Source: an optimization exercise on an open RTL-to-GDS flow (aim: small area and a short achievable clock period). Production flows keep margins and buffers that such runs may drop. RTL that was checked went through simulation tests only; none was proved equivalent to the original. Power figures rest on the tool's default switching activity, not on a simulated workload.

Setup of main:
==> flow/design.v <==
module memory_in(
    input [7:0] data,
    input [5:0] addr,
    input wr,
    input clk,
    output [7:0] out
);
  (* mem2reg *) reg [7:0] mem [63:0];
  reg [7:0] q;
  always @ (posedge clk)
    begin
      if (wr) begin
         mem[addr] <= data;  
      end
      q <= wr ? data : mem[addr];  
    end
  assign out = q;
endmodule
module memory_out(
    input [7:0] data,
    input [3:0] addr,
    input wr,
    input clk,
    output [7:0] out
);
  (* mem2reg *) reg [7:0] mem [15:0];
  reg [7:0] q;
  always @ (posedge clk)
    begin
      if (wr) begin
         mem[addr] <= data;  
      end
      q <= wr ? data : mem[addr];  
    end
  assign out = q;
endmodule
module memory_weight(
    input [7:0] data,
    input [3:0] addr,
    input wr,
    input clk,
    output [7:0] out
);
  (* mem2reg *) reg [7:0] mem [15:0];
  reg [7:0] q;
  always @ (posedge clk)
    begin
      if (wr) begin
         mem[addr] <= data;  
      end
      q <= wr ? data : mem[addr];  
    end
  assign out = q;
endmodule
module lr_memories(
    input        clk,
    input  [7:0] in_data,
    input  [5:0] in_addr,
    input        in_wr,
    output [7:0] in_q,
    input  [7:0] out_data,
    input  [3:0] out_addr,
    input        out_wr,
    output [7:0] out_q,
    input  [7:0] w_data,
    input  [3:0] w_addr,
    input        w_wr,
    output [7:0] w_q
);
  memory_in u_in (
    .data(in_data), .addr(in_addr), .wr(in_wr), .clk(clk), .out(in_q)
  );
  memory_out u_out (
    .data(out_data), .addr(out_addr), .wr(out_wr), .clk(clk), .out(out_q)
  );
  memory_weight u_w (
    .data(w_data), .addr(w_addr), .wr(w_wr), .clk(clk), .out(w_q)
  );
endmodule
export LEC_CHECK = 0
export CAP_MARGIN = 20
export CORE_MARGIN = 2
export CORE_UTILIZATION = 40
export PLACE_DENSITY = 0.6
export SETUP_SLACK_MARGIN = 0.3
export SLEW_MARGIN = 20
create_clock -name core_clock -period 5.0 [get_ports {clk}]
run.sh (not shown) runs the stock make flow with config.mk's settings and CLKGATE_MAP_FILE= SYNTH_SCRIPT=/design/flow/synth_recipe.tcl, a recipe that flattens the netlist after the stock synthesis.
The inputs of the feature branch differ from those of main as listed below.
--- a/flow/design.v
+++ b/flow/design.v
@@ -6,15 +6,15 @@
     output [7:0] out
 );
   (* mem2reg *) reg [7:0] mem [63:0];
-  reg [7:0] q;
+  reg [5:0] addr_reg;
   always @ (posedge clk)
     begin
       if (wr) begin
          mem[addr] <= data;  
       end
-      q <= wr ? data : mem[addr];  
+      addr_reg <= addr;   
     end
-  assign out = q;
+  assign out = mem[addr_reg];  
 endmodule
 module memory_out(
     input [7:0] data,
@@ -24,15 +24,15 @@
     output [7:0] out
 );
   (* mem2reg *) reg [7:0] mem [15:0];
-  reg [7:0] q;
+  reg [5:0] addr_reg;
   always @ (posedge clk)
     begin
       if (wr) begin
          mem[addr] <= data;  
       end
-      q <= wr ? data : mem[addr];  
+      addr_reg <= addr;   
     end
-  assign out = q;
+  assign out = mem[addr_reg];  
 endmodule
 module memory_weight(
     input [7:0] data,
@@ -42,15 +42,15 @@
     output [7:0] out
 );
   (* mem2reg *) reg [7:0] mem [15:0];
-  reg [7:0] q;
+  reg [5:0] addr_reg;
   always @ (posedge clk)
     begin
       if (wr) begin
          mem[addr] <= data;  
       end
-      q <= wr ? data : mem[addr];  
+      addr_reg <= addr;   
     end
-  assign out = q;
+  assign out = mem[addr_reg];  
 endmodule
 module lr_memories(
     input        clk,
### Flow results
main: PASS, flow complete, no timing, DRC or antenna violations
The feature branch finished end to end and its layout was clean on timing, DRC and antenna.
Diff main -> the feature branch: maximum frequency lost about 18%; sum of net half-perimeters after detailed placement lost 20%.
Looking at total power draw across main and the feature branch, the one that comes out lower is the feature branch.
Compare main and the feature branch | part of the power in combinational logic higher: main
Looking at post-route worst setup slack across main and the feature branch, the one that comes out higher is main.
Relative to main, hold-critical path depth decreased by 1 in the feature branch.
The number of clock sinks seen by CTS in the feature branch sits about 1.3% below the value recorded for main.
The global-route usage of the feature branch is lower than that of main.
Of the two values seen for category of the most critical setup path, flip-flop to primary output was produced by the feature branch and input pin to flip-flop by main.
Function was not checked in any run of this note: the RTL went through the layout flow alone.

---

Setup of run 1:
lr_memories, a different RTL version from the one above (not shown whole).
For scale: about 1600 cells after synthesis, ~790 flip-flops, ~66 I/O pins, about 0.029 mm2 of cells after synthesis.
==> module mem_core, before the edit <==
module mem_core #(
    parameter A  = 6,
    parameter LO = 3
) (
    input  [7:0]   data,
    input  [A-1:0] addr,
    input          wr,
    input          clk,
    output [7:0]   out
);
  localparam N  = 1 << A;
  localparam HI = A - LO;
  localparam NA = 1 << LO;
  localparam NB = 1 << HI;
  genvar i, b, m;
  wire [A-1:0]  addr_n;
  wire          wr_n;
  wire [NA-1:0] pa_n;
  wire [NB-1:0] pb_n;
  generate
    for (i = 0; i < A; i = i + 1) begin : g_lit
      c_inv u_inv (.a(addr[i]), .y(addr_n[i]));
    end
    for (i = 0; i < NA; i = i + 1) begin : g_pa
      if (LO == 3) begin : g3
        c_nand3 u_pd (.a(i[0] ? addr[0] : addr_n[0]),
                      .b(i[1] ? addr[1] : addr_n[1]),
                      .c(i[2] ? addr[2] : addr_n[2]), .y(pa_n[i]));
      end else begin : g2
        c_nand2 u_pd (.a(i[0] ? addr[0] : addr_n[0]),
                      .b(i[1] ? addr[1] : addr_n[1]), .y(pa_n[i]));
      end
    end
    for (i = 0; i < NB; i = i + 1) begin : g_pb
      if (HI == 3) begin : g3
        c_nand3 u_pd (.a(i[0] ? addr[LO] : addr_n[LO]),
                      .b(i[1] ? addr[LO+1] : addr_n[LO+1]),
                      .c(i[2] ? addr[LO+2] : addr_n[LO+2]), .y(pb_n[i]));
      end else begin : g2
        c_nand2 u_pd (.a(i[0] ? addr[LO] : addr_n[LO]),
                      .b(i[1] ? addr[LO+1] : addr_n[LO+1]), .y(pb_n[i]));
      end
    end
  endgenerate
  c_inv u_wr_n (.a(wr), .y(wr_n));
  wire [N-1:0] wl;
  wire [N-1:0] we;
  wire [7:0]   word_q [N-1:0];
  generate
    for (i = 0; i < N; i = i + 1) begin : g_word
      reg [7:0] word;
      c_nor2 u_wl (.a(pa_n[i % NA]), .b(pb_n[i / NA]), .y(wl[i]));
      c_nor3 u_we (.a(pa_n[i % NA]), .b(pb_n[i / NA]), .c(wr_n), .y(we[i]));
      always @ (posedge clk)
        if (we[i])
          word <= data;  
      assign word_q[i] = word;
    end
  endgenerate
  wire [7:0] q_d;
  reg  [7:0] q;
  generate
    for (b = 0; b < 8; b = b + 1) begin : g_bit
      wire [N/8-1:0] p;
      for (m = 0; m < N/8; m = m + 1) begin : g_grp
        c_ao8 u_p (.w(wl[8*m+7:8*m]),
                   .d({word_q[8*m+7][b], word_q[8*m+6][b], word_q[8*m+5][b],
                       word_q[8*m+4][b], word_q[8*m+3][b], word_q[8*m+2][b],
                       word_q[8*m+1][b], word_q[8*m][b]}),
                   .y(p[m]));
      end
      if (N == 64) begin : g64
        wire [3:0] r_n;
        for (m = 0; m < 4; m = m + 1) begin : g_or
          c_nor2 u_r (.a(p[2*m]), .b(p[2*m+1]), .y(r_n[m]));
        end
        c_wt4 u_wt (.n(r_n), .wr(wr), .d(data[b]), .y(q_d[b]));
      end else begin : g16
        c_wt2 u_wt (.p(p), .wr(wr), .d(data[b]), .y(q_d[b]));
      end
    end
  endgenerate
  always @ (posedge clk)
    q <= q_d;  
  assign out = q;
endmodule
==> module c_a22oi, before the edit <==
module c_a22oi (input a1, input a2, input b1, input b2, output y);
  assign y = ~((a1 & a2) | (b1 & b2));
endmodule
==> module c_wt4, before the edit <==
module c_wt4 (input [3:0] n, input wr, input d, output y);
  assign y = wr ? d : ~(&n);
endmodule
==> module c_wt2, before the edit <==
module c_wt2 (input [1:0] p, input wr, input d, output y);
  assign y = wr ? d : (|p);
endmodule
export LEC_CHECK = 0
export CAP_MARGIN = 20
export CORE_MARGIN = 2
export CORE_UTILIZATION = 60
export CTS_CLUSTER_DIAMETER = 60
export CTS_CLUSTER_SIZE = 30
export PLACE_DENSITY = 0.7
export SETUP_SLACK_MARGIN = 3.0
export SLEW_MARGIN = 20
export SYNTH_HIERARCHICAL = 1
export SYNTH_MINIMUM_KEEP_SIZE = 0
create_clock -name core_clock -period 5.0 [get_ports {clk}]
The following lists how run 2 was set up differently from run 1:
-- flow/design.v --
<<< run 1, line 108
    for (i = 0; i < N; i = i + 1) begin : g_word
      reg [7:0] word;
      c_nor2 u_wl (.a(pa_n[i % NA]), .b(pb_n[i / NA]), .y(wl[i]));
      c_nor3 u_we (.a(pa_n[i % NA]), .b(pb_n[i / NA]), .c(wr_n), .y(we[i]));
      always @ (posedge clk)
>>> run 2, line 108
    for (i = 0; i < N; i = i + 1) begin : g_word
      reg [7:0] word;
      c_nor3 u_wl (.a(pa_n[i % NA]), .b(pb_n[i / NA]), .c(wr), .y(wl[i]));
      c_nor3 u_we (.a(pa_n[i % NA]), .b(pb_n[i / NA]), .c(wr_n), .y(we[i]));
      always @ (posedge clk)
<<< run 1, line 128
                   .y(p[m]));
      end
      if (N == 64) begin : g64
        wire [3:0] r_n;
        for (m = 0; m < 4; m = m + 1) begin : g_or
          c_nor2 u_r (.a(p[2*m]), .b(p[2*m+1]), .y(r_n[m]));
        end
        c_wt4 u_wt (.n(r_n), .wr(wr), .d(data[b]), .y(q_d[b]));
      end else begin : g16
        c_wt2 u_wt (.p(p), .wr(wr), .d(data[b]), .y(q_d[b]));
      end
    end
>>> run 2, line 128
                   .y(p[m]));
      end
      wire wd;
      c_and2 u_wd (.a(wr), .b(data[b]), .y(wd));
      if (N == 64) begin : g64
        wire [3:0] r_n;
        for (m = 0; m < 3; m = m + 1) begin : g_or
          c_nor2 u_r (.a(p[2*m]), .b(p[2*m+1]), .y(r_n[m]));
        end
        c_nor3 u_r3 (.a(p[6]), .b(p[7]), .c(wd), .y(r_n[3]));
        c_nand4 u_q (.a(r_n[0]), .b(r_n[1]), .c(r_n[2]), .d(r_n[3]), .y(q_d[b]));
      end else begin : g16
        c_or3 u_q (.a(p[0]), .b(p[1]), .c(wd), .y(q_d[b]));
      end
    end
<<< run 1, line 161
  assign y = ~(a | b | c);
endmodule
module c_a22oi (input a1, input a2, input b1, input b2, output y);
  assign y = ~((a1 & a2) | (b1 & b2));
endmodule
module c_wt4 (input [3:0] n, input wr, input d, output y);
  assign y = wr ? d : ~(&n);
endmodule
module c_wt2 (input [1:0] p, input wr, input d, output y);
  assign y = wr ? d : (|p);
endmodule
module c_ao8 (input [7:0] w, input [7:0] d, output y);
>>> run 2, line 164
  assign y = ~(a | b | c);
endmodule
module c_and2 (input a, input b, output y);
  assign y = a & b;
endmodule
module c_or3 (input a, input b, input c, output y);
  assign y = a | b | c;
endmodule
module c_ao8 (input [7:0] w, input [7:0] d, output y);
### Flow results
Summary of run 2 over run 1: cell area now sits higher; highest clock rate saw an increase; total power moved up; pin count of the biggest net entering global routing ~0 delta; synthesized instance count fell by 0.99%. Run 2 was carried through to the last stage, and its layout satisfied the timing, design-rule and antenna checks.
The RTL of run 1 was laid out without a check of its function.

-- what the ideal ports hide --
Ports are ideal in the flow. The routed layouts listed here were re-timed in OpenROAD.
Step 1: set_driving_cell puts a clkbuf_16 on clk and a buf_2 on each other input, an assumption about the parent block.
Step 2 times the ports against the registers' clock, not the clock port: input delays grow and output delays shrink by t, the midpoint of the rising clock arrivals with the driver on.
Three values: ideal, step 1, step 2; two values: the first two.
| run | t (ns) | setup slack, ns | worst setup path at the end | latest minus earliest clock arrival (ns) | worst slew at a driven data input, ns |
|---|---|---|---|---|---|
| main | 0.714 | 1.169 / 1.214 / 0.500 | input to register | 0.037 / 0.037 | 0.05 |
| the feature branch | 0.673 | 0.348 / 0.288 / 0.961 | register to output | 0.046 / 0.046 | 0.05 |
| run 1 | 0.663 | 2.550 / 2.528 / 1.864 | input to register | 0.051 / 0.051 | 0.08 |
| run 2 | 0.684 | 2.742 / 2.734 / 2.050 | input to register | 0.056 / 0.056 | 0.16 |
After both steps every run listed still meets setup and hold. The setup slack of run 2, which loses most, moves by -0.008 ns with the drivers and by -0.692 ns with both steps.
